From an optimization exercise on the open Yosys and OpenROAD flow, aimed at a short achievable clock period and few clock cycles; shortcuts taken in it are not production practice.
In this exercise RTL edits were held to simulation tests only and were not proved equivalent to the original.
Power figures rest on the tool's default switching activity, not on a simulated workload.

==> flow/design.v <==
module cpu
(
    input logic         clk,
    input logic         rst,
    output logic [31:0] imem_addr,
    output logic [3:0]  imem_rmask,
    input logic [31:0]  imem_rdata,
    input logic         imem_resp,
    output logic [31:0] dmem_addr,
    output logic [3:0]  dmem_rmask,
    output logic [3:0]  dmem_wmask,
    input logic [31:0]  dmem_rdata,
    output logic [31:0] dmem_wdata,
    input logic         dmem_resp
);
  localparam logic [31:0] RESET_PC = 32'haaaa_a000;
  logic        global_stall;
  logic        redir;
  logic [31:0] redir_tgt;
  logic [31:0] fpc;
  logic        can_issue, ibusy, ikill;
  logic [31:0] opc, opnpc;
  logic        optk;
  logic [31:0] q_inst [8];
  logic [31:0] q_pc   [8];
  logic [31:0] q_pnpc [8];
  logic        q_ptk  [8];
  logic [2:0]  q_rptr, q_wptr;
  logic [3:0]  q_cnt;
  logic        dv, d_redone;
  logic [31:0] d_inst, d_pc, d_pnpc;
  logic        d_ptk;
  logic        ras_v;
  logic [31:0] ras;
  localparam int NB = 32;
  localparam int BI = 5;
  logic        btb_v   [NB];
  logic [7:0]  btb_tag [NB];
  logic [13:0] btb_tgt [NB];    
  logic [1:0]  btb_ctr [NB];
  logic [31:0] rf [32];
  logic [31:0] rf_v;       
  logic        e_valid;
  logic [31:0] e_pc, e_a, e_b, e_sd, e_pre, e_tgt, e_pc4, e_pnpc;
  logic        e_fa_m, e_fa_w, e_fa_x, e_fb_m, e_fb_w, e_fb_x, e_fs_m, e_fs_w, e_fs_x;
  logic        e_fa_r, e_fb_r, e_fs_r;
  logic        e_add, e_sub, e_sll, e_srl, e_sra, e_slt, e_sltu, e_xor, e_or, e_and, e_pres;
  logic        e_br, e_jal, e_jalr, e_ret, e_load, e_store, e_wr;
  logic [2:0]  e_f3;
  logic [4:0]  e_rd;
  logic        e_ptk;
  logic        m_valid, m_redone, m_upd;
  logic [31:0] m_res, m_addr, m_pnpc, m_pc, m_tgt, m_wdata;
  logic [3:0]  m_rmask, m_wmask;
  logic        m_load, m_wr, m_jalr, m_isbr, m_mis_nb, m_ret, m_uncond, m_tok, m_ptk;
  logic        m_eq, m_lt, m_ltu;
  logic [2:0]  m_bf3;
  logic        m_taken;
  logic [31:0] m_pc4;
  logic [2:0]  m_f3;
  logic [4:0]  m_rd;
  logic        w_valid, w_load, w_wr;
  logic [31:0] w_res;
  logic [2:0]  w_f3;
  logic [1:0]  w_off;
  logic [4:0]  w_rd;
  logic        x_valid, x_wr;
  logic [31:0] x_res;
  logic [4:0]  x_rd;
  logic        dbusy;
  logic        p_valid, p_ready, p_wr;
  logic [4:0]  p_rd;
  logic [2:0]  p_f3;
  logic [1:0]  p_off;
  logic [31:0] p_data;
  assign imem_addr  = fpc;
  assign imem_rmask = can_issue ? 4'hf : 4'h0;
  logic        ifree, iacc, ipush;
  assign ifree = ~ibusy | imem_resp;
  assign iacc  = can_issue & ifree;
  assign ipush = imem_resp & ibusy & ~ikill;
  logic [BI-1:0] bidx;
  logic        bhit, bptk;
  logic [31:0] fpc4, pnpc;
  assign bidx = fpc[BI+1:2];
  assign bhit = btb_v[bidx] & (btb_tag[bidx] == fpc[BI+9:BI+2]);
  assign bptk = bhit & btb_ctr[bidx][1];
  assign fpc4 = fpc + 32'd4;
  assign pnpc = bptk ? {fpc[31:16], btb_tgt[bidx], 2'b00} : fpc4;
  logic [6:0] op;
  logic [2:0] f3;
  logic [4:0] rs1, rs2, rd;
  assign op  = d_inst[6:0];
  assign f3  = d_inst[14:12];
  assign rd  = d_inst[11:7];
  assign rs1 = d_inst[19:15];
  assign rs2 = d_inst[24:20];
  logic        d_fire, d_stall, dpred, dredir, flush;
  logic [31:0] dtgt, d_tgt, d_pc4;
  logic        qpush, qpop, d_take, d_from_q, d_from_in;
  logic        ibusy_n;
  assign ibusy_n = iacc | (ibusy & ~imem_resp);
  logic [3:0]  q_cnt_inc, q_cnt_dec;
  assign q_cnt_inc = q_cnt + 4'd1;
  assign q_cnt_dec = q_cnt - 4'd1;
  assign flush   = redir | dredir;
  assign d_take  = ~dv | d_fire;
  assign d_from_q  = d_take & (q_cnt != 4'd0);
  assign d_from_in = d_take & (q_cnt == 4'd0) & ipush;
  assign qpop  = d_from_q;
  assign qpush = ipush & ~d_from_in;
  always_ff @(posedge clk) begin
    if (rst) begin
      fpc       <= RESET_PC;
      can_issue <= 1'b1;
      ibusy     <= 1'b0;
      ikill     <= 1'b0;
      q_rptr    <= '0;
      q_wptr    <= '0;
      q_cnt     <= '0;
      dv        <= 1'b0;
      d_redone  <= 1'b0;
      ras_v     <= 1'b0;
    end else begin
      ibusy     <= ibusy_n;
      can_issue <= flush | (({1'b0, q_cnt} + {4'b0, dv} + {4'b0, ipush} + {4'b0, ibusy_n}) <= 5'd8);
      if (flush)                 ikill <= ibusy_n;
      else if (iacc | imem_resp) ikill <= 1'b0;
      if (redir)       fpc <= redir_tgt;
      else if (dredir) fpc <= dtgt;
      else if (iacc)   fpc <= pnpc;
      if (flush) begin
        q_cnt  <= '0;
        q_rptr <= q_wptr;
      end else begin
        if (qpush & ~qpop)      q_cnt <= q_cnt_inc;
        else if (qpop & ~qpush) q_cnt <= q_cnt_dec;
        if (qpush) q_wptr <= q_wptr + 3'd1;
        if (qpop)  q_rptr <= q_rptr + 3'd1;
      end
      if (redir)                  dv <= 1'b0;
      else if (dredir)            dv <= ~d_fire;
      else if (d_take)            dv <= d_from_q | d_from_in;
      if (redir | d_take)         d_redone <= 1'b0;
      else if (dredir)            d_redone <= 1'b1;
      if (d_fire && (op == 7'b1101111 || op == 7'b1100111) && rd != 5'd0) begin
        ras_v <= 1'b1;
        ras   <= d_pc4;
      end
    end
  end
  always_ff @(posedge clk) begin
    if (iacc) begin
      opc   <= fpc;
      opnpc <= pnpc;
      optk  <= bptk;
    end
    if (q_cnt != 4'd8) begin
      q_inst[q_wptr] <= imem_rdata;
      q_pc[q_wptr]   <= opc;
      q_pnpc[q_wptr] <= opnpc;
      q_ptk[q_wptr]  <= optk;
    end
    if (d_from_q) begin
      d_inst <= q_inst[q_rptr];
      d_pc   <= q_pc[q_rptr];
      d_pnpc <= q_pnpc[q_rptr];
      d_ptk  <= q_ptk[q_rptr];
    end else if (d_from_in) begin
      d_inst <= imem_rdata;
      d_pc   <= opc;
      d_pnpc <= opnpc;
      d_ptk  <= optk;
    end
  end
  logic is_lui, is_auipc, is_jal, is_jalr, is_br, is_load, is_store, is_opimm, is_op;
  assign is_lui   = (op == 7'b0110111);
  assign is_auipc = (op == 7'b0010111);
  assign is_jal   = (op == 7'b1101111);
  assign is_jalr  = (op == 7'b1100111);
  assign is_br    = (op == 7'b1100011);
  assign is_load  = (op == 7'b0000011);
  assign is_store = (op == 7'b0100011);
  assign is_opimm = (op == 7'b0010011);
  assign is_op    = (op == 7'b0110011);
  logic use1, use2, d_wr, alu_rr;
  assign use1   = (is_jalr | is_br | is_load | is_store | is_opimm | is_op) & (rs1 != 5'd0);
  assign use2   = (is_br | is_store | is_op) & (rs2 != 5'd0);
  assign d_wr   = (is_lui | is_auipc | is_jal | is_jalr | is_load | is_opimm | is_op) & (rd != 5'd0);
  assign alu_rr = is_op | is_br;
  logic [31:0] imm_i, imm_s, imm_b, imm_u, imm_j;
  assign imm_i = {{20{d_inst[31]}}, d_inst[31:20]};
  assign imm_s = {{20{d_inst[31]}}, d_inst[31:25], d_inst[11:7]};
  assign imm_b = {{19{d_inst[31]}}, d_inst[31], d_inst[7], d_inst[30:25], d_inst[11:8], 1'b0};
  assign imm_u = {d_inst[31:12], 12'h000};
  assign imm_j = {{11{d_inst[31]}}, d_inst[31], d_inst[19:12], d_inst[20], d_inst[30:21], 1'b0};
  logic [31:0] d_imm, d_pre;
  logic        is_ret;
  assign is_ret = is_jalr & (rd == 5'd0) & (d_inst[31:20] == 12'd0);
  assign d_imm = is_store ? imm_s : imm_i;
  assign d_tgt = d_pc + (d_inst[3] ? imm_j : imm_b);
  assign d_pc4 = d_pc + 32'd4;
  assign d_pre = is_lui ? imm_u : is_auipc ? {d_pc[31:12] + d_inst[31:12], d_pc[11:0]} : d_pc4;
  logic [31:0] pshift, pdata_n;
  assign pshift = dmem_rdata >> {p_off, 3'b000};
  always_comb begin
    case (p_f3)
      3'b000:  pdata_n = {{24{pshift[7]}}, pshift[7:0]};
      3'b001:  pdata_n = {{16{pshift[15]}}, pshift[15:0]};
      3'b100:  pdata_n = {24'b0, pshift[7:0]};
      3'b101:  pdata_n = {16'b0, pshift[15:0]};
      default: pdata_n = dmem_rdata;
    endcase
  end
  logic [31:0] rv1, rv2;
  logic [31:0] pv;
  logic        p_byp;
  assign pv    = p_ready ? p_data : pdata_n;
  assign p_byp = p_valid & p_wr;
  assign rv1 = (x_valid & x_wr & (x_rd == rs1)) ? x_res :
               (p_byp & (p_rd == rs1)) ? pv : (rf[rs1] & {32{rf_v[rs1]}});
  assign rv2 = (x_valid & x_wr & (x_rd == rs2)) ? x_res :
               (p_byp & (p_rd == rs2)) ? pv : (rf[rs2] & {32{rf_v[rs2]}});
  logic s1m, s1w, s1x, s2m, s2w, s2x;
  assign s1m = use1 & e_valid & e_wr & (e_rd == rs1);
  assign s1w = use1 & ~s1m & m_valid & m_wr & (m_rd == rs1);
  assign s1x = use1 & ~s1m & ~s1w & w_valid & w_wr & (w_rd == rs1);
  assign s2m = use2 & e_valid & e_wr & (e_rd == rs2);
  assign s2w = use2 & ~s2m & m_valid & m_wr & (m_rd == rs2);
  assign s2x = use2 & ~s2m & ~s2w & w_valid & w_wr & (w_rd == rs2);
  assign d_stall = (e_valid & e_load & e_wr & ((use1 & (e_rd == rs1)) | (use2 & (e_rd == rs2)))) |
                   (m_valid & m_load & m_wr & ((use1 & (m_rd == rs1)) | (use2 & (m_rd == rs2)))) |
                   (w_valid & w_load & w_wr & ~dmem_resp &
                    ((use1 & (w_rd == rs1)) | (use2 & (w_rd == rs2)))) |
                   (p_valid & p_wr & ~p_ready & ~dmem_resp &
                    ((use1 & (p_rd == rs1)) | (use2 & (p_rd == rs2))));
  assign d_fire = dv & ~d_stall & ~global_stall & ~redir;
  logic br_guess;
  always_comb begin
    if (d_inst[31])       br_guess = 1'b1;
    else if (rs1 == rs2)  br_guess = (f3 == 3'b000) | (f3 == 3'b101) | (f3 == 3'b111);
    else                  br_guess = 1'b0;
  end
  assign dpred  = dv & ~d_ptk & (is_jal | (is_br & br_guess) | (is_ret & ras_v));
  assign dredir = dpred & ~d_redone & ~redir;
  assign dtgt   = is_ret ? ras : d_tgt;
  always_ff @(posedge clk) begin
    if (rst) begin
      e_valid  <= 1'b0;
    end else begin
      if (redir)              e_valid <= 1'b0;
      else if (!global_stall) e_valid <= d_fire;
    end
  end
  always_ff @(posedge clk) begin
    if (!global_stall) begin
      e_pc   <= d_pc;
      e_pre  <= d_pre;
      e_tgt  <= d_tgt;
      e_pc4  <= d_pc4;
      e_pnpc <= dpred ? dtgt : d_pnpc;
      e_br   <= is_br;
      e_jal  <= is_jal;
      e_jalr <= is_jalr;
      e_ret  <= is_ret;
      e_load <= is_load;
      e_store <= is_store;
      e_wr   <= d_wr;
      e_f3   <= f3;
      e_rd   <= rd;
      e_ptk  <= d_ptk | dpred;
    end
  end
  always_ff @(posedge clk) begin
    if (rst) begin
      e_a <= '0;
      e_b <= '0;
      e_sd <= '0;
      e_fa_m <= '0;
      e_fa_w <= '0;
      e_fa_x <= '0;
      e_fb_m <= '0;
      e_fb_w <= '0;
      e_fb_x <= '0;
      e_fs_m <= '0;
      e_fs_w <= '0;
      e_fs_x <= '0;
      e_fa_r <= '0;
      e_fb_r <= '0;
      e_fs_r <= '0;
      e_add <= '0;
      e_sub <= '0;
      e_sll <= '0;
      e_slt <= '0;
      e_sltu <= '0;
      e_xor <= '0;
      e_srl <= '0;
      e_sra <= '0;
      e_or <= '0;
      e_and <= '0;
      e_pres <= '0;
    end else if (!global_stall) begin
        e_a    <= rv1;
        e_b    <= alu_rr ? rv2 : d_imm;
        e_sd   <= rv2;
        e_fa_m <= s1m; e_fa_w <= s1w; e_fa_x <= s1x;
        e_fb_m <= s2m & alu_rr; e_fb_w <= s2w & alu_rr; e_fb_x <= s2x & alu_rr;
        e_fs_m <= s2m; e_fs_w <= s2w; e_fs_x <= s2x;
        e_fa_r <= ~(s1m | s1w | s1x);
        e_fb_r <= ~((s2m | s2w | s2x) & alu_rr);
        e_fs_r <= ~(s2m | s2w | s2x);
        e_add  <= ((is_opimm | is_op) & (f3 == 3'd0) & ~(is_op & d_inst[30])) | is_load | is_store;
        e_sub  <= is_op & (f3 == 3'd0) & d_inst[30];
        e_sll  <= (is_opimm | is_op) & (f3 == 3'd1);
        e_slt  <= (is_opimm | is_op) & (f3 == 3'd2);
        e_sltu <= (is_opimm | is_op) & (f3 == 3'd3);
        e_xor  <= (is_opimm | is_op) & (f3 == 3'd4);
        e_srl  <= (is_opimm | is_op) & (f3 == 3'd5) & ~d_inst[30];
        e_sra  <= (is_opimm | is_op) & (f3 == 3'd5) & d_inst[30];
        e_or   <= (is_opimm | is_op) & (f3 == 3'd6);
        e_and  <= (is_opimm | is_op) & (f3 == 3'd7);
        e_pres <= is_lui | is_auipc | is_jal | is_jalr;
    end
  end
  logic [31:0] fa, fb, fs;
  assign fa = ({32{e_fa_m}} & m_res) | ({32{e_fa_w}} & w_res) | ({32{e_fa_x}} & x_res) |
              ({32{e_fa_r}} & e_a);
  assign fb = ({32{e_fb_m}} & m_res) | ({32{e_fb_w}} & w_res) | ({32{e_fb_x}} & x_res) |
              ({32{e_fb_r}} & e_b);
  assign fs = ({32{e_fs_m}} & m_res) | ({32{e_fs_w}} & w_res) | ({32{e_fs_x}} & x_res) |
              ({32{e_fs_r}} & e_sd);
  logic [31:0] sum, dif, shl, shr, res;
  logic        lt, ltu, eq;
  assign sum = fa + fb;
  assign dif = fa - fb;
  assign shl = fa << fb[4:0];
  assign shr = 32'(signed'({e_sra & fa[31], fa}) >>> fb[4:0]);
  assign lt  = signed'(fa) < signed'(fb);
  assign ltu = fa < fb;
  assign eq  = fa == fb;
  assign res = ({32{e_add}} & sum) | ({32{e_sub}} & dif) | ({32{e_sll}} & shl) |
               ({32{e_srl | e_sra}} & shr) | ({32{e_xor}} & (fa ^ fb)) |
               ({32{e_or}} & (fa | fb)) | ({32{e_and}} & (fa & fb)) |
               {31'b0, (e_slt & lt) | (e_sltu & ltu)} | ({32{e_pres}} & e_pre);
  logic e_tok;
  assign e_tok = e_ptk & (e_pnpc == e_tgt);
  logic [3:0] rmask_e, wmask_e;
  logic [31:0] wdata_e;
  always_comb begin
    case (e_f3[1:0])
      2'b00:   rmask_e = 4'b0001 << sum[1:0];
      2'b01:   rmask_e = sum[1] ? 4'b1100 : 4'b0011;
      default: rmask_e = 4'b1111;
    endcase
    wmask_e = rmask_e;
    case (e_f3[1:0])
      2'b00:   wdata_e = {4{fs[7:0]}};
      2'b01:   wdata_e = {2{fs[15:0]}};
      default: wdata_e = fs;
    endcase
  end
  logic e_go;
  assign e_go = e_valid & ~redir;
  always_ff @(posedge clk) begin
    if (rst) begin
      m_valid  <= 1'b0;
      m_rmask  <= 4'b0;
      m_wmask  <= 4'b0;
      m_addr   <= 32'b0;
      m_wdata  <= 32'b0;
      m_redone <= 1'b0;
      m_upd    <= 1'b0;
    end else begin
      if (!global_stall) begin
        m_valid <= e_go;
        m_rmask <= (e_go & e_load) ? rmask_e : 4'b0;
        m_wmask <= (e_go & e_store) ? wmask_e : 4'b0;
        m_addr  <= sum;
        m_wdata <= wdata_e;
      end
      m_upd    <= ~global_stall & e_go & (e_br | e_jal | e_jalr);
      m_redone <= global_stall & (redir | m_redone);
    end
  end
  always_ff @(posedge clk) begin
    if (!global_stall) begin
      m_res   <= res;
      m_pnpc  <= e_pnpc;
      m_pc    <= e_pc;
      m_tgt   <= e_jalr ? {sum[31:1], 1'b0} : e_tgt;
      m_uncond <= e_jal | e_jalr;
      m_eq    <= eq;
      m_lt    <= lt;
      m_ltu   <= ltu;
      m_bf3   <= e_f3;
      m_tok   <= e_tok;
      m_ptk   <= e_ptk;
      m_isbr  <= e_br;
      m_mis_nb <= e_jal ? ~e_tok : (~e_br & ~e_jalr & e_ptk);
      m_pc4   <= e_pc4;
      m_ret   <= e_ret;
      m_load  <= e_load;
      m_wr    <= e_wr;
      m_jalr  <= e_jalr;
      m_f3    <= e_f3;
      m_rd    <= e_rd;
    end
  end
  assign dmem_addr  = m_addr;
  assign dmem_rmask = m_rmask;
  assign dmem_wmask = m_wmask;
  assign dmem_wdata = m_wdata;
  logic m_req, dfree, stall_m, stall_w;
  assign m_req   = (m_rmask != 4'b0) | (m_wmask != 4'b0);
  assign dfree   = ~dbusy | dmem_resp;
  assign stall_m = m_req & ~dfree;
  logic w_late;    
  assign w_late  = w_valid & w_load & ~dmem_resp;
  assign stall_w = w_late & p_valid & ~p_ready;
  assign global_stall = stall_m | stall_w;
  always_ff @(posedge clk) begin
    if (rst) dbusy <= 1'b0;
    else     dbusy <= (m_req & dfree) | (dbusy & ~dmem_resp);
  end
  logic m_brt, m_mis;
  always_comb begin
    case (m_bf3)
      3'b000:  m_brt = m_eq;
      3'b001:  m_brt = ~m_eq;
      3'b100:  m_brt = m_lt;
      3'b101:  m_brt = ~m_lt;
      3'b110:  m_brt = m_ltu;
      default: m_brt = ~m_ltu;
    endcase
  end
  assign m_taken = m_uncond | (m_isbr & m_brt);
  assign m_mis   = m_mis_nb | (m_isbr & (m_brt ? ~m_tok : m_ptk));
  assign redir     = m_valid & ~m_redone & (m_mis | (m_jalr & (m_tgt[31:1] != m_pnpc[31:1])));
  assign redir_tgt = m_taken ? m_tgt : m_pc4;
  logic [BI-1:0] uidx;
  logic [7:0]    utag;
  logic          uhit;
  assign uidx = m_pc[BI+1:2];
  assign utag = m_pc[BI+9:BI+2];
  assign uhit = btb_v[uidx] & (btb_tag[uidx] == utag);
  always_ff @(posedge clk) begin
    if (rst) begin
      for (int i = 0; i < NB; i++) begin
        btb_v[i]   <= 1'b0;
        btb_ctr[i] <= 2'b0;
      end
    end else if (m_upd & ~m_ret) begin
      if (!m_isbr) begin
        btb_v[uidx]   <= 1'b1;
        btb_tag[uidx] <= utag;
        btb_tgt[uidx] <= m_tgt[15:2];
        btb_ctr[uidx] <= 2'b11;
      end else if (uhit) begin
        if (m_taken) begin
          btb_tgt[uidx] <= m_tgt[15:2];
          if (btb_ctr[uidx] != 2'b11) btb_ctr[uidx] <= btb_ctr[uidx] + 2'b01;
        end else begin
          if (btb_ctr[uidx] != 2'b00) btb_ctr[uidx] <= btb_ctr[uidx] - 2'b01;
        end
      end else if (m_taken) begin
        btb_v[uidx]   <= 1'b1;
        btb_tag[uidx] <= utag;
        btb_tgt[uidx] <= m_tgt[15:2];
        btb_ctr[uidx] <= 2'b10;
      end
    end
  end
  always_ff @(posedge clk) begin
    if (rst) begin
      w_valid <= 1'b0;
    end else if (!global_stall) begin
      w_valid <= m_valid;
    end
  end
  always_ff @(posedge clk) begin
    if (!global_stall) begin
      w_res  <= m_res;
      w_load <= m_rmask != 4'b0;
      w_wr   <= m_wr;
      w_f3   <= m_f3;
      w_off  <= m_addr[1:0];
      w_rd   <= m_rd;
    end
  end
  logic [31:0] lshift, ldata;
  assign lshift = dmem_rdata >> {w_off, 3'b000};
  always_comb begin
    case (w_f3)
      3'b000:  ldata = {{24{lshift[7]}}, lshift[7:0]};
      3'b001:  ldata = {{16{lshift[15]}}, lshift[15:0]};
      3'b100:  ldata = {24'b0, lshift[7:0]};
      3'b101:  ldata = {16'b0, lshift[15:0]};
      default: ldata = dmem_rdata;
    endcase
  end
  always_ff @(posedge clk) begin
    if (rst) begin
      x_valid <= 1'b0;
    end else if (!global_stall) begin
      x_valid <= w_valid & ~w_late;
    end
  end
  always_ff @(posedge clk) begin
    if (rst) begin
      p_valid <= 1'b0;
      p_ready <= 1'b0;
      p_wr    <= 1'b0;
    end else begin
      if (w_late & ~stall_w) begin
        p_valid <= 1'b1;
        p_ready <= 1'b0;
        p_wr    <= w_wr;
        p_rd    <= w_rd;
        p_f3    <= w_f3;
        p_off   <= w_off;
      end else if (p_valid & p_ready) begin
        p_valid <= 1'b0;
        p_ready <= 1'b0;
      end else if (p_valid & dmem_resp) begin
        p_ready <= 1'b1;
        p_data  <= pdata_n;
        if (x_valid & x_wr & (x_rd == p_rd)) p_wr <= 1'b0;
      end else if (p_valid & x_valid & x_wr & (x_rd == p_rd)) begin
        p_wr <= 1'b0;
      end
    end
  end
  always_ff @(posedge clk) begin
    if (!global_stall) begin
      x_res <= w_load ? ldata : w_res;
      x_wr  <= w_wr;
      x_rd  <= w_rd;
    end
  end
  always_ff @(posedge clk) begin
    if (rst) begin
      rf_v <= 32'b0;
    end else begin
      if (p_valid & p_ready & p_wr) rf_v[p_rd] <= 1'b1;
      if (x_valid & x_wr)           rf_v[x_rd] <= 1'b1;
    end
  end
  always_ff @(posedge clk) begin
    if (p_valid & p_ready & p_wr) rf[p_rd] <= p_data;
    if (x_valid & x_wr)           rf[x_rd] <= x_res;
  end
endmodule
==> flow/flow/run.sh <==
#!/bin/bash
# The standard layout (standard synthesis, floorplan, placement, CTS, routing), with
#  - the timing repair steps asked to leave extra setup slack, so that the layout runs faster
#    than the clock period requires;
#  - port buffers of a plain buffer cell (buf_4) rather than the delay cell buffer_ports picks.
# The SDC (clock period, I/O delays, loads) is the design's, unchanged.
set -euo pipefail
export SETUP_SLACK_MARGIN=${REPAIR_MARGIN:-9.5}
export TNS_END_PERCENT=100
export BUFFER_PORTS_ARGS="-buffer_cell sky130_fd_sc_hd__buf_4"
bash standard.sh > standard_flow.log 2>&1
==> flow/standard.sh <==
#!/bin/bash
# synth_recipe.tcl (not shown) runs the flow's synth.tcl, then flattens the netlist and writes it again
# the make line also repeats each setting of config.mk as NAME=value (left out here)
make -C /OpenROAD-flow-scripts/flow DESIGN_CONFIG=/design/flow/config.mk WORK_HOME=/design/flow/orfs CLKGATE_MAP_FILE= SYNTH_SCRIPT=/design/flow/synth_recipe.tcl "${@:-finish}"
==> flow/config.mk <==
export PLATFORM = sky130hd
export DESIGN_NAME = cpu
export DESIGN_NICKNAME = cpu
export VERILOG_FILES = /design/flow/design.v
export SDC_FILE = /design/flow/constraint.sdc
export NUM_CORES = 4
export LEC_CHECK = 0
export ABC_CLOCK_PERIOD_IN_PS = 3000
export CAP_MARGIN = 20
export CORE_MARGIN = 2
export CORE_UTILIZATION = 40
export SLEW_MARGIN = 20
==> flow/constraint.sdc <==
create_clock -name core_clock -period 13.0 [get_ports {clk}]
set_input_delay 2.6000 -clock core_clock [delete_from_list [all_inputs] [get_ports {clk}]]
set_output_delay 2.6000 -clock core_clock [all_outputs]
set_load 0.01 [all_outputs]
==> impl_metrics.toml, run 1 <==
[detailed_routing]
drtIter0Drc = 18900
wl_um = 709000
vias_per_cell = 6.55
drc = 0
ant_nets = 0
vias = 123000
routedWlPerCell_um = 37.9
firstDrtPassIters = 7

[grt]
grt-ovfl-total = 0
grt_start_max_net_pins = 119
grt_pass1_vias = 119000
antenna_found_initial = 42
grt_pass1_wl_um = 959000
globalRouteTotalUtil_pct = 30.7

[sta]
tightest_slew_ns = 1.31
setup_viol = 0
clock_skew_ns = 0.104
setup_ws_ns = 8.71
setup-tns-final_ns = 0
timing.final.crit_share_pct = 33.0
slew-limit-headroom_pct = 12.4
hold_viol = 0
drv_slew = 0
final.min_clock_period_ns = 4.29
rsz0062_at_grt = "true"
max_freq_mhz = 233

[synth]
syn_area_mm2 = 0.176
synth_ff_type = "edfxtp_1"
yosys.area.top_type = "edfxtp_1"
synth_nets = 11900
ys_seq_area_share_pct = 58.5
synth_edf_count = 3202
async_reset_ff_share_pct = 0
synthTopCellsByCount = "edfxtp_1, mux4_2, mux2_2"
synth_top_cells_by_area = "edfxtp_1, mux4_2, mux2_2"
syn_avg_cell_area_um2 = 15.0
synth_most_common_cell = "edfxtp_1"
synth_top_cell_area_share_pct = 54.7
synth_cell_types = 86
synth_warnings = 1
synthCells = 11700
ys_seq_elements = 3538

[clocking]
ctsHtreeMaxLevel = 5
clk_pin_slew_worst_paths_ns = 0.07
root_buffer = "clkbuf_16"
ctsHoldBuffers = 0
clockBufferDepth = 4
cts_tree = "yes"
cts_buffers = 387
insertion_delay_ns = 1.04
cts_sinks = 3538

[floorplanning]
initial_utilization_pct = 40.2
core-area_mm2 = 0.438
design.die.area_mm2 = 0.445
rows = 243
fp.dieH_um = 667
die_w_um = 667
ioPinCount = 176

[hold_path]
hold_class = "reg2reg"

[critical_path]
critical_path.endpoint_type = "flip-flop"
critical_path_class = "reg2reg"
crit_path_max_fanout = 13
critical_path_required_ns = 13.64
start_kind = "flip-flop"
worstPathArrival_ns = 4.93

[placement]
port-buffer-count = 175
hpwl_um = 403000
dpl.cell_count = 17100
pre_cts_ws_ns = 5.80
gp_congestion = 0.961

[run]
cap_viol_max_count = 0

[pwr]
power.leakage_nw = 73.7
finalPower_mw = 45.0
p_per_area_mw_per_mm2 = 206
vdd_ir_drop_max_uv = 177

[finish]
layout.cells.non_filler = 18700
layout-drive-gt1-share_pct = 43.2
synthToLayoutAreaGrowth_pct = 24.2
nNetsFinal = 12700

[status]
status = "no timing/DRC/antenna violations"
where the power goes:
group / switching, mW / total (mW) / internal [mW]
Clock: 4.80 / 11.0 / 6.23
Combinational: 10.2 / 18.3 / 8.05
Sequential: 1.37 / 15.7 / 14.3
critical path: stages (launching register included):
cell	delay, ns
dfxtp_4	0.46
buf_12	0.20
buf_12	0.21
mux4_2	0.61
mux4_2	0.48
mux2i_1	0.37
nor4_2	0.09
nand4_1	0.13
buf_6	0.15
o21bai_4	0.11
buf_6	0.13
buf_6	0.10
buf_6	0.10
buf_6	0.10
buf_6	0.12
buf_16	0.14
buf_6	0.12
buf_6	0.11
nor2_4	0.20
layout make-up:
class / instances / area [um2]
fill: 35900 / 220000
sequential: 3538 / 103000
multi-input combinational: 7000 / 76800
timing repair buffer: 1402 / 17700
clock buffer: 511 / 10500
tap: 5880 / 7360
clock inverter: 211 / 2010
inverter: 164 / 693
timing repair inverter: 10 / 161
antenna: 12 / 30.0
state kept, by name (all words and copies together) (netlist names), 64 cells and up, named ones only:
signal and flops:
rf 1024, btb_ctr 64, q_pnpc 256, btb_tag 256, q_pc 256, btb_tgt 448
q_inst 256
path summary, 6_finish.rpt:
path	startpoint	endpoint	cells past startpoint	slack, ns
hold / removal	e_pc4[12]$_DFFE_PP_	m_pc4[12]$_DFFE_PP_	0	0.41
setup reg to reg	flip-flop	btb_tag[13][5]$_DFFE_PP_	18	8.71
hold reg to reg	e_pc4[12]$_DFFE_PP_	m_pc4[12]$_DFFE_PP_	0	0.41
setup / recovery	flip-flop	btb_tag[13][5]$_DFFE_PP_	18	8.71
cells by family after synthesis:
group | Yosys count | synth area share (%)
AOI/OAI and AO/OA | 1788 | 6.71
xor gates and xnor gates | 299 | 1.49
adders and majority gates | 169 | 1.22
buffers and inverters | 1200 | 2.64
DFF | 3538 | 58.5
muxes | 2698 | 24.4
and+or+nand+nor | 2006 | 5.06
cells in the final DEF (no fill, tap or decap), types with 106 or more instances in the layout:
cell type | netlist | routed
a22oi_1 | 226 | 182
a21oi_1 | 391 | 319
dfxtp_4 | 0 | 106
mux2_2 | 1096 | 1065
nand2_1 | 787 | 616
clkbuf_16 | 0 | 413
buf_12 | 0 | 201
nor2_1 | 635 | 471
o21ai_2 | 0 | 116
buf_6 | 3 | 329
buf_4 | 13 | 652
nor2_4 | 0 | 144
xor2_1 | 123 | 114
nand3_1 | 123 | 108
mux2i_1 | 440 | 390
edfxtp_1 | 3202 | 3202
xnor2_1 | 176 | 142
ha_1 | 164 | 115
mux4_2 | 1162 | 1162
o21ai_0 | 405 | 174
dfxtp_1 | 336 | 196
inv_1 | 162 | 143
routing by layer:
layer  global-route usage, %  part of all wire [%]
met3                    7.83                    12
met5                  0.0543                  0.11
met4                    17.8                   7.3
met1                    39.9                    37
met2                    46.5                    44
stage by stage:
stage               util (%)  area, um2  hold WS [ns]
global route            49.9     219000         0.422
finish                  49.9     219000         0.411
CTS                     48.7     213000         0.414
detailed placement      42.1     185000         0.405
floorplan                  -     176000         0.400
global placement        42.1     184000         0.402
timing repair:
item | in CTS | in global routing
setup buffers | 565 | 158
resized for setup | 2056 | 728
pin swaps | 405 | 311
setup endpoints to repair | 2803 | 1539
gates cloned | 161 | 19
Testbench counts, summed over its fixed seeds: cycles 61,982.
==> inputs of run 2 (changes only) <==
--- a/flow/design.v
+++ b/flow/design.v
@@ -1,3 +1,35 @@
+module add32
+(
+  input  logic [31:0] a,
+  input  logic [31:0] b,
+  input  logic        cin,
+  output logic [31:0] s,
+  output logic        cout
+);
+  logic [31:0] g [6];
+  logic [31:0] p [6];
+  logic [32:0] c;
+  assign g[0] = a & b;
+  assign p[0] = a ^ b;
+  genvar l, i;
+  generate
+    for (l = 1; l < 6; l++) begin : lvl
+      for (i = 0; i < 32; i++) begin : bit_
+        if (i >= (1 << (l - 1))) begin : op
+          assign g[l][i] = g[l-1][i] | (p[l-1][i] & g[l-1][i - (1 << (l - 1))]);
+          assign p[l][i] = p[l-1][i] & p[l-1][i - (1 << (l - 1))];
+        end else begin : pass
+          assign g[l][i] = g[l-1][i];
+          assign p[l][i] = p[l-1][i];
+        end
+      end
+    end
+  endgenerate
+  assign c[0]    = cin;
+  assign c[32:1] = g[5] | (p[5] & {32{cin}});
+  assign s       = p[0] ^ c[31:0];
+  assign cout    = c[32];
+endmodule
 module cpu
 (
     input logic         clk,
@@ -42,8 +74,7 @@
   logic [31:0] rf_v;       
   logic        e_valid;
   logic [31:0] e_pc, e_a, e_b, e_sd, e_pre, e_tgt, e_pc4, e_pnpc;
-  logic        e_fa_m, e_fa_w, e_fa_x, e_fb_m, e_fb_w, e_fb_x, e_fs_m, e_fs_w, e_fs_x;
-  logic        e_fa_r, e_fb_r, e_fs_r;
+  logic        e_fa_m, e_fb_m, e_fs_m;    
   logic        e_add, e_sub, e_sll, e_srl, e_sra, e_slt, e_sltu, e_xor, e_or, e_and, e_pres;
   logic        e_br, e_jal, e_jalr, e_ret, e_load, e_store, e_wr;
   logic [2:0]  e_f3;
@@ -73,7 +104,8 @@
   logic [2:0]  p_f3;
   logic [1:0]  p_off;
   logic [31:0] p_data;
-  assign imem_addr  = fpc;
+  logic [31:0] fpc_o;
+  assign imem_addr  = fpc_o;
   assign imem_rmask = can_issue ? 4'hf : 4'h0;
   logic        ifree, iacc, ipush;
   assign ifree = ~ibusy | imem_resp;
@@ -112,6 +144,7 @@
   always_ff @(posedge clk) begin
     if (rst) begin
       fpc       <= RESET_PC;
+      fpc_o     <= RESET_PC;
       can_issue <= 1'b1;
       ibusy     <= 1'b0;
       ikill     <= 1'b0;
@@ -129,6 +162,10 @@
       if (redir)       fpc <= redir_tgt;
       else if (dredir) fpc <= dtgt;
       else if (iacc)   fpc <= pnpc;
+      if (redir)       fpc_o <= redir_tgt;
+      else if (dredir) fpc_o <= dtgt;
+      else if (iacc)   fpc_o <= pnpc;
+      else             fpc_o <= fpc;
       if (flush) begin
         q_cnt  <= '0;
         q_rptr <= q_wptr;
@@ -212,6 +249,17 @@
       default: pdata_n = dmem_rdata;
     endcase
   end
+  logic [31:0] lshift, ldata;
+  assign lshift = dmem_rdata >> {w_off, 3'b000};
+  always_comb begin
+    case (w_f3)
+      3'b000:  ldata = {{24{lshift[7]}}, lshift[7:0]};
+      3'b001:  ldata = {{16{lshift[15]}}, lshift[15:0]};
+      3'b100:  ldata = {24'b0, lshift[7:0]};
+      3'b101:  ldata = {16'b0, lshift[15:0]};
+      default: ldata = dmem_rdata;
+    endcase
+  end
   logic [31:0] rv1, rv2;
   logic [31:0] pv;
   logic        p_byp;
@@ -228,6 +276,10 @@
   assign s2m = use2 & e_valid & e_wr & (e_rd == rs2);
   assign s2w = use2 & ~s2m & m_valid & m_wr & (m_rd == rs2);
   assign s2x = use2 & ~s2m & ~s2w & w_valid & w_wr & (w_rd == rs2);
+  logic [31:0] wv, op1, op2;
+  assign wv  = w_load ? ldata : w_res;
+  assign op1 = s1w ? m_res : s1x ? wv : rv1;
+  assign op2 = s2w ? m_res : s2x ? wv : rv2;
   assign d_stall = (e_valid & e_load & e_wr & ((use1 & (e_rd == rs1)) | (use2 & (e_rd == rs2)))) |
                    (m_valid & m_load & m_wr & ((use1 & (m_rd == rs1)) | (use2 & (m_rd == rs2)))) |
                    (w_valid & w_load & w_wr & ~dmem_resp &
@@ -277,17 +329,8 @@
       e_b <= '0;
       e_sd <= '0;
       e_fa_m <= '0;
-      e_fa_w <= '0;
-      e_fa_x <= '0;
       e_fb_m <= '0;
-      e_fb_w <= '0;
-      e_fb_x <= '0;
       e_fs_m <= '0;
-      e_fs_w <= '0;
-      e_fs_x <= '0;
-      e_fa_r <= '0;
-      e_fb_r <= '0;
-      e_fs_r <= '0;
       e_add <= '0;
       e_sub <= '0;
       e_sll <= '0;
@@ -300,15 +343,12 @@
       e_and <= '0;
       e_pres <= '0;
     end else if (!global_stall) begin
-        e_a    <= rv1;
-        e_b    <= alu_rr ? rv2 : d_imm;
-        e_sd   <= rv2;
-        e_fa_m <= s1m; e_fa_w <= s1w; e_fa_x <= s1x;
-        e_fb_m <= s2m & alu_rr; e_fb_w <= s2w & alu_rr; e_fb_x <= s2x & alu_rr;
-        e_fs_m <= s2m; e_fs_w <= s2w; e_fs_x <= s2x;
-        e_fa_r <= ~(s1m | s1w | s1x);
-        e_fb_r <= ~((s2m | s2w | s2x) & alu_rr);
-        e_fs_r <= ~(s2m | s2w | s2x);
+        e_a    <= op1;
+        e_b    <= alu_rr ? op2 : d_imm;
+        e_sd   <= op2;
+        e_fa_m <= s1m;
+        e_fb_m <= s2m & alu_rr;
+        e_fs_m <= s2m;
         e_add  <= ((is_opimm | is_op) & (f3 == 3'd0) & ~(is_op & d_inst[30])) | is_load | is_store;
         e_sub  <= is_op & (f3 == 3'd0) & d_inst[30];
         e_sll  <= (is_opimm | is_op) & (f3 == 3'd1);
@@ -323,20 +363,18 @@
     end
   end
   logic [31:0] fa, fb, fs;
-  assign fa = ({32{e_fa_m}} & m_res) | ({32{e_fa_w}} & w_res) | ({32{e_fa_x}} & x_res) |
-              ({32{e_fa_r}} & e_a);
-  assign fb = ({32{e_fb_m}} & m_res) | ({32{e_fb_w}} & w_res) | ({32{e_fb_x}} & x_res) |
-              ({32{e_fb_r}} & e_b);
-  assign fs = ({32{e_fs_m}} & m_res) | ({32{e_fs_w}} & w_res) | ({32{e_fs_x}} & x_res) |
-              ({32{e_fs_r}} & e_sd);
+  assign fa = e_fa_m ? m_res : e_a;
+  assign fb = e_fb_m ? m_res : e_b;
+  assign fs = e_fs_m ? m_res : e_sd;
   logic [31:0] sum, dif, shl, shr, res;
   logic        lt, ltu, eq;
-  assign sum = fa + fb;
-  assign dif = fa - fb;
+  logic        sum_co, dif_co;
+  add32 add_i (.a(fa), .b(fb),  .cin(1'b0), .s(sum), .cout(sum_co));
+  add32 sub_i (.a(fa), .b(~fb), .cin(1'b1), .s(dif), .cout(dif_co));
   assign shl = fa << fb[4:0];
   assign shr = 32'(signed'({e_sra & fa[31], fa}) >>> fb[4:0]);
-  assign lt  = signed'(fa) < signed'(fb);
-  assign ltu = fa < fb;
+  assign ltu = ~dif_co;
+  assign lt  = (fa[31] ^ fb[31]) ? fa[31] : ltu;
   assign eq  = fa == fb;
   assign res = ({32{e_add}} & sum) | ({32{e_sub}} & dif) | ({32{e_sll}} & shl) |
                ({32{e_srl | e_sra}} & shr) | ({32{e_xor}} & (fa ^ fb)) |
@@ -487,17 +525,6 @@
       w_rd   <= m_rd;
     end
   end
-  logic [31:0] lshift, ldata;
-  assign lshift = dmem_rdata >> {w_off, 3'b000};
-  always_comb begin
-    case (w_f3)
-      3'b000:  ldata = {{24{lshift[7]}}, lshift[7:0]};
-      3'b001:  ldata = {{16{lshift[15]}}, lshift[15:0]};
-      3'b100:  ldata = {24'b0, lshift[7:0]};
-      3'b101:  ldata = {16'b0, lshift[15:0]};
-      default: ldata = dmem_rdata;
-    endcase
-  end
   always_ff @(posedge clk) begin
     if (rst) begin
       x_valid <= 1'b0;
==> run 2 against run 1 <==
Against the previous run:
- cell count shrank 1.6%
- still clean
- routed wire length shrank 1.9%
- critical path depth grew 2
- design area grew 1.0%
- count of clock-buffer cells in the layout shrank 21
- hold slack is essentially flat
- utilization grew 0.98 points
- global-route usage shrank 0.81 points
- setup slack gained 0.024 ns
- first-iteration DRC count shrank 2.1%
==> impl_metrics.toml, run 2 <==
[finish]
top_register = "rf"
nNetsFinal = 12600
largest_reg_flops = 1024
mostFrequentLayoutCell = "edfxtp_1"
stdcell_area_mm2 = 0.221
synthToLayoutAreaGrowth_pct = 26.6
mostFrequentLayoutCells = "edfxtp_1, mux4_2, mux2_2"
top_regs = "rf (1024), btb_tgt (448)"
layout-drive-gt1-share_pct = 46.5
utilization_pct = 50.9
layout.cells.non_filler = 18400

[detailed_routing]
drtIter0Drc = 18500
firstDrtPassIters = 8
wl_um = 695000
ant_nets = 0
vias_per_cell = 6.62
routedWlPerCell_um = 37.7
vias = 122000
drc = 0

[critical_path]
critical_path_class = "in2reg"
crit_buf_inv = 15
crit_slowest_cell = "nor2_4"
crit_path_max_fanout = 8
path_cells = "buf_12, inv_12, nand3_4, o22ai_4, buf_12, inv_16, buf_6, buf_6, buf_6, buf_6, buf_6, buf_12, buf_6, buf_12, nor2_4, buf_6, buf_12, clkbuf_16, nand2_2, o21ai_1"
cp_common_cell = "buf_6"
critical_path_required_ns = 13.93
worstPathArrival_ns = 5.19
start_kind = "input port"
cp_slowest_stage_delay_ns = 0.29
critical_path.endpoint_type = "flip-flop"
path_delay_family = "buffers and inverters"

[synth]
syn_avg_cell_area_um2 = 15.3
async_reset_ff_share_pct = 0
ys_seq_area_share_pct = 58.9
yosys.area.top_type = "edfxtp_1"
synth_warnings = 4
synthCells = 11400
synth_cell_types = 90
synth_ff_type = "edfxtp_1"
synth_top_cells_by_area = "edfxtp_1, mux4_2, mux2_2"
synthTopCellsByCount = "edfxtp_1, mux4_2, mux2_2"
ys_seq_elements = 3529
synth_nets = 11600
synth_edf_count = 3202
synth_most_common_cell = "edfxtp_1"
synth_top_cell_area_share_pct = 55.1
syn_area_mm2 = 0.174

[floorplanning]
design.die.area_mm2 = 0.441
die_w_um = 664
rows = 242
core-area_mm2 = 0.434
ioPinCount = 176
fp.dieH_um = 664
initial_utilization_pct = 40.2

[grt]
globalRouteTotalUtil_pct = 29.8
grt_start_max_net_pins = 98
grt_pass1_vias = 117000
met3_usage_pct = 7.04
antenna_found_initial = 34
grt-ovfl-total = 0
grt_pass1_wl_um = 933000
met1_usage_pct = 39.1
grt.met2_usage_pct = 45.7
grt-busiest-layer = "met2"

[sta]
setup_ws_ns = 8.74
drv_slew = 0
tightest_slew_ns = 1.35
setup_viol = 0
clock_skew_ns = 0.0778
setup-tns-final_ns = 0
max_freq_mhz = 235
timing.final.crit_share_pct = 32.8
slew-limit-headroom_pct = 8.78
final.min_clock_period_ns = 4.26
holdWs_ns = 0.411
rsz0062_at_grt = "true"
hold_viol = 0

[pwr]
power.leakage_nw = 75.1
finalPower_mw = 46.8
vdd_ir_drop_max_uv = 187
p_per_area_mw_per_mm2 = 212

[placement]
pre_cts_ws_ns = 5.69
hpwl_um = 383000
gp_congestion = 0.960
placed_area_mm2 = 0.183
dpl.cell_count = 16600
port-buffer-count = 175

[clocking]
cts_buffers = 374
cts_sinks = 3529
clockBufferDepth = 4
ctsHtreeMaxLevel = 5
clk_pin_slew_worst_paths_ns = 0.06
insertion_delay_ns = 1.05
cts_tree = "yes"
ctsHoldBuffers = 0
root_buffer = "clkbuf_16"

[hold_path]
hold_class = "reg2reg"

[run]
cap_viol_max_count = 0

[status]
status = "no timing/DRC/antenna violations"
run 2: changes by cell type in the layout (fill, tap and decap cells not counted), moves of 62 or more:
cell	delta
nand2_1	-164
mux2i_1	-86
a21oi_1	-92
buf_6	+63
a22oi_1	-143
mux2i_4	+62
o21ai_1	+85
run 2: final cells by class:
cell class                 count  area (um2)
clock buffer                 490       10100
multi-input combinational   6756       77400
timing repair inverter         6        57.6
antenna                       15        37.5
sequential                  3529      103000
clock inverter               200        2110
inverter                     161         761
tap                         5734        7170
timing repair buffer        1544       20000
fill                       35100      213000
run 2: worst paths after layout:
kind / cells past startpoint / from / to / slack [ns]
setup / recovery: 20 / dmem_resp / m_wdata[26]$_SDFFE_PP0P_ / 8.74
hold / removal: 0 / e_pc4[25]$_DFFE_PP_ / m_pc4[25]$_DFFE_PP_ / 0.41
setup reg to reg: 15 / flip-flop / fpc_o[31]$_SDFFE_PP1N_ / 8.74
hold reg to reg: 0 / e_pc4[25]$_DFFE_PP_ / m_pc4[25]$_DFFE_PP_ / 0.41
run 2: logic make-up after synthesis:
logic type      synth area share [%]
mux                             25.0
flops                           58.9
fa+ha+maj                       1.25
buf+inv                         2.52
xor+xnor                        1.48
compound gates                  6.30
simple gates                    4.62
run 2: metal layers:
| layer | vias to the layer above | part of all wire (%) |
|---|---|---|
| met5 | - | 0.021 |
| met4 | 22 | 7.3 |
| met3 | 2185 | 12 |
| met2 | 8753 | 45 |
| met1 | 63400 | 36 |
| li1 | 47600 | - |
run 2: repair_timing:
item                       in CTS  in global routing
setup endpoints to repair    3115               2569
setup buffers                 569                271
pin swaps                     451                401
gates cloned                  175                 88
gates resized for setup      2215               1004
run 2: worst register-to-register path, delay by kind of cell (launching register included):
family,cells,cell delay [ns]
buf+inv,5,0.81
simple gates,4,1.03
mux,2,0.78
xor+xnor,1,0.29
flops,1,0.39
compound gates,3,0.84
run 2: power breakdown:
part           internal, mW  switching (mW)
clock                  6.15            4.73
sequential             14.3            1.58
combinational          9.22            10.8
total                  29.7            17.1
Testbench counts of run 2, summed over its fixed seeds: cycles 61,982.
==> inputs of run 3 (changes only) <==
--- a/flow/design.v
+++ b/flow/design.v
@@ -87,6 +87,8 @@
   logic        m_eq, m_lt, m_ltu;
   logic [2:0]  m_bf3;
   logic        m_taken;
+  logic        m_uhit;      
+  logic [1:0]  m_uctr;      
   logic [31:0] m_pc4;
   logic [2:0]  m_f3;
   logic [4:0]  m_rd;
@@ -380,6 +382,10 @@
                ({32{e_srl | e_sra}} & shr) | ({32{e_xor}} & (fa ^ fb)) |
                ({32{e_or}} & (fa | fb)) | ({32{e_and}} & (fa & fb)) |
                {31'b0, (e_slt & lt) | (e_sltu & ltu)} | ({32{e_pres}} & e_pre);
+  logic [BI-1:0] eidx;
+  logic          e_uhit;
+  assign eidx   = e_pc[BI+1:2];
+  assign e_uhit = btb_v[eidx] & (btb_tag[eidx] == e_pc[BI+9:BI+2]);
   logic e_tok;
   assign e_tok = e_ptk & (e_pnpc == e_tgt);
   logic [3:0] rmask_e, wmask_e;
@@ -427,6 +433,8 @@
       m_pc    <= e_pc;
       m_tgt   <= e_jalr ? {sum[31:1], 1'b0} : e_tgt;
       m_uncond <= e_jal | e_jalr;
+      m_uhit  <= e_uhit;
+      m_uctr  <= btb_ctr[eidx];
       m_eq    <= eq;
       m_lt    <= lt;
       m_ltu   <= ltu;
@@ -477,35 +485,28 @@
   assign redir_tgt = m_taken ? m_tgt : m_pc4;
   logic [BI-1:0] uidx;
   logic [7:0]    utag;
-  logic          uhit;
+  logic [1:0]    uctr_n;
+  logic          uwrite;
   assign uidx = m_pc[BI+1:2];
   assign utag = m_pc[BI+9:BI+2];
-  assign uhit = btb_v[uidx] & (btb_tag[uidx] == utag);
+  always_comb begin
+    if (!m_isbr)      uctr_n = 2'b11;
+    else if (!m_uhit) uctr_n = 2'b10;
+    else if (m_taken) uctr_n = (m_uctr == 2'b11) ? 2'b11 : m_uctr + 2'b01;
+    else              uctr_n = (m_uctr == 2'b00) ? 2'b00 : m_uctr - 2'b01;
+  end
+  assign uwrite = m_upd & ~m_ret & (~m_isbr | m_uhit | m_taken);
   always_ff @(posedge clk) begin
     if (rst) begin
       for (int i = 0; i < NB; i++) begin
         btb_v[i]   <= 1'b0;
         btb_ctr[i] <= 2'b0;
       end
-    end else if (m_upd & ~m_ret) begin
-      if (!m_isbr) begin
-        btb_v[uidx]   <= 1'b1;
-        btb_tag[uidx] <= utag;
-        btb_tgt[uidx] <= m_tgt[15:2];
-        btb_ctr[uidx] <= 2'b11;
-      end else if (uhit) begin
-        if (m_taken) begin
-          btb_tgt[uidx] <= m_tgt[15:2];
-          if (btb_ctr[uidx] != 2'b11) btb_ctr[uidx] <= btb_ctr[uidx] + 2'b01;
-        end else begin
-          if (btb_ctr[uidx] != 2'b00) btb_ctr[uidx] <= btb_ctr[uidx] - 2'b01;
-        end
-      end else if (m_taken) begin
-        btb_v[uidx]   <= 1'b1;
-        btb_tag[uidx] <= utag;
-        btb_tgt[uidx] <= m_tgt[15:2];
-        btb_ctr[uidx] <= 2'b10;
-      end
+    end else if (uwrite) begin
+      btb_v[uidx]   <= 1'b1;
+      btb_tag[uidx] <= utag;
+      btb_ctr[uidx] <= uctr_n;
+      if (m_taken) btb_tgt[uidx] <= m_tgt[15:2];
     end
   end
   always_ff @(posedge clk) begin
==> run 3 against run 2 <==
Against the previous run:
- via count decreased by 2.3%
- die area up 0.20%
- register-to-register slack improved by 0.16 ns
- critical endpoint is now e_b[11]$_SDFFE_PP0P_
==> impl_metrics.toml, run 3 <==
[critical_path]
crit_slowest_cell = "mux4_2"
path_cells = "buf_12, mux4_2, nand2_4, buf_6, buf_6, buf_6, o211ai_1, mux2i_1, o221ai_1, o21ai_2, nor2_1, a221oi_4, buf_12, nor2_1, o22ai_1, nor2_1"
crit_buf_inv = 5
reg2reg_depth = 18
start_kind = "input port"
critical_path.endpoint_type = "flip-flop"
critical_path_class = "in2reg"
crit_cells = 16
path_delay_family = "compound AO/OA/AOI/OAI gates"
cp_slowest_stage_delay_ns = 0.51
critical_path_required_ns = 13.82
crit_path_max_fanout = 4
worstPathArrival_ns = 5.10

[synth]
synth_edf_count = 3205
synth_top_cells_by_area = "edfxtp_1, mux4_2, mux2_2"
synth_warnings = 4
synth_ff_type = "edfxtp_1"
synth_nets = 11700
synthCells = 11500
yosys.area.top_type = "edfxtp_1"
synth_cell_types = 93
syn_area_mm2 = 0.175
synth_top_cell_area_share_pct = 55.1
ys_seq_area_share_pct = 58.8
async_reset_ff_share_pct = 0
synth_most_common_cell = "edfxtp_1"
syn_avg_cell_area_um2 = 15.2
synthTopCellsByCount = "edfxtp_1, mux4_2, mux2_2"
ys_seq_elements = 3532

[clocking]
cts_tree = "yes"
clockBufferDepth = 4
cts_sinks = 3532
clk_pin_slew_worst_paths_ns = 0.06
root_buffer = "clkbuf_16"
ctsHtreeMaxLevel = 5
cts_buffers = 374
insertion_delay_ns = 1.03

[pwr]
p_sw_mw = 16.3
power.leakage_nw = 72.8
clkPwrFrac_pct = 23.7
p_per_area_mw_per_mm2 = 207
seq_power_share_pct = 35.3
vdd_ir_drop_max_uv = 175
comb_power_share_pct = 40.9
p_int_mw = 28.6
p_sw_share_pct = 36.3

[detailed_routing]
drtIter0Drc = 16700
drc = 0
vias_per_cell = 6.49
ant_nets = 0
firstDrtPassIters = 6
routedWlPerCell_um = 36.4
vias = 119000
wl_um = 669000

[grt]
grt_start_max_net_pins = 98
grt_pass1_wl_um = 913000
globalRouteTotalUtil_pct = 29.1
grt-ovfl-total = 0
antenna_found_initial = 26
grt-busiest-layer = "met2"
met3_usage_pct = 7.06
grt.met2_usage_pct = 44.6
met1_usage_pct = 38.1
grt_pass1_vias = 116000

[placement]
hpwl_um = 374000
port-buffer-count = 175
gp_congestion = 0.979

[sta]
hold_viol = 0
slew-limit-headroom_pct = 18.4
max_freq_mhz = 234
final.min_clock_period_ns = 4.28
holdWs_ns = 0.407
drv_slew = 0
tightest_slew_ns = 1.22
clock_skew_ns = 0.0834
timing.final.crit_share_pct = 32.9
rsz0062_at_grt = "true"
setup-tns-final_ns = 0
setup_viol = 0

[floorplanning]
die_w_um = 665
core-area_mm2 = 0.435
rows = 242
design.die.area_mm2 = 0.442
initial_utilization_pct = 40.2
ioPinCount = 176
fp.dieH_um = 665

[finish]
mostFrequentLayoutCells = "edfxtp_1, mux4_2, mux2_2"
num-fill-cells = 35700
largest_reg_flops = 1024
top_regs = "rf (1024), btb_tgt (448)"
nNetsFinal = 12600
synthToLayoutAreaGrowth_pct = 23.9
layout-drive-gt1-share_pct = 44.1
top_register = "rf"
mostFrequentLayoutCell = "edfxtp_1"

[status]
status = "no timing/DRC/antenna violations"

[hold_path]
hold_depth = 0
hold_class = "reg2reg"

[run]
cap_viol_max_count = 0
==> run 3: changes by cell type after synthesis, moves of 34 or more <==
cell      delta
inv_1       +34
nor2_1      +77
o21ai_0     -53
a21oi_1     +70
a221oi_1    -40
==> run 3: worst paths after layout <==
path	startpoint	to	slack, ns
min reg2reg	e_pc4[23]$_DFFE_PP_	m_pc4[23]$_DFFE_PP_	0.41
max	dmem_rdata[31]	e_b[11]$_SDFFE_PP0P_	8.72
max reg2reg	e_fb_m$_SDFFE_PP0P_	m_res[31]$_DFFE_PP_	8.90
min	e_pc4[23]$_DFFE_PP_	m_pc4[23]$_DFFE_PP_	0.41
==> run 3: cell families after synthesis <==
logic type      Yosys count  synth area share [%]
flops                  3532                  58.8
mux                    2741                  24.8
simple gates           1928                  4.88
compound gates         1669                  6.15
buf+inv                1167                  2.59
xor+xnor                297                  1.49
fa+ha+maj               170                  1.24
==> run 3: area by class of cell <==
type / instances / area, um2 / share of cell area, %
clock inverters: 189 / 1790 / 0.826
flip-flops and latches: 3532 / 103000 / 47.7
multi-input cells: 6814 / 75700 / 35.0
repair buffers: 1410 / 17400 / 8.03
diodes: 9 / 22.5 / 0.0104
inverters: 191 / 977 / 0.451
repair inverters: 11 / 141 / 0.0653
clock buffers: 496 / 10200 / 4.70
well taps: 5734 / 7170 / 3.31
==> run 3: layer usage <==
layer  up-vias  part of all wire [%]
met2      8014                    45
met3      1901                    11
met5         -                 0.034
met1     61900                    37
li1      47400                     -
met4        16                   6.8
==> run 3: power by group through the flow <==
| stage | Clock, mW | Combinational, mW | Sequential, mW |
|---|---|---|---|
| floorplan | 0 | 9.12 | 15.2 |
| global placement | 0 | 12.7 | 16.4 |
| detailed placement | 0 | 12.8 | 16.4 |
| CTS | 10.7 | 16.8 | 15.9 |
| global route | 11.2 | 19.0 | 15.9 |
| finish | 10.6 | 18.4 | 15.8 |
==> run 3: worst reg2reg max path, delay by kind of cell (launching register included) <==
kind | cells | cell delay [ns]
compound gates | 7 | 1.67
fa+ha+maj | 1 | 0.37
buf+inv | 8 | 1.17
flops | 1 | 0.37
mux | 1 | 0.13
simple gates | 1 | 0.11
==> run 3: repair_timing <==
action / CTS / global route
hold buffers: 0 / 0
gates cloned: 100 / 23
setup buffers: 638 / 205
gates resized for setup: 1956 / 657
endpoints found under the setup margin: 2100 / 1901
pin swaps: 419 / 302
==> run 3: per-stage QoR <==
stage	power, mW	setup WS, ns	utilization, %	cell area (um2)	std cells
detailed placement	29.2	5.95	42.0	183000	16700
floorplan	24.3	7.97	-	175000	11500
global route	46.1	8.68	49.8	217000	18400
global placement	29.1	6.01	42.0	183000	16700
finish	44.8	8.72	49.8	217000	18400
CTS	43.4	8.73	48.6	211000	18100
Testbench counts of run 3, summed over its fixed seeds: cycles 61,982.

static timing again, ports no longer ideal:
How much do the figures lean on ideal ports? The routed layouts below were timed once more, with nothing changed but the port constraints. Step 1 assumes that a clkbuf_16 drives the clock port and a buf_2 every other input. Step 2 also shifts input and output timing later by t, the mid clock arrival at the registers, as if the neighbouring blocks saw the same clock. a / b / c = ideal ports / drivers / drivers and shift; a / b = the first two.
| run | shift t [ns] | slack for setup (ns) | clock arrival spread, ns | slew at the worst register clock pin (ns) | pins driven straight from the clock port |
|---|---|---|---|---|---|
| run 1 | 1.122 | 8.711 / 8.533 / 7.412 | 0.104 / 0.103 | 0.07 / 0.07 | 1 |
| run 2 | 1.131 | 8.736 / 8.657 / 7.585 | 0.086 / 0.086 | 0.08 / 0.08 | 1 |
| run 3 | 1.094 | 8.721 / 8.657 / 7.637 | 0.103 / 0.104 | 0.08 / 0.08 | 1 |
After both steps setup and hold are still met in every run listed. For run 1, which loses most, drivers alone change the setup slack by -0.178 ns; drivers and shift together by -1.299 ns.
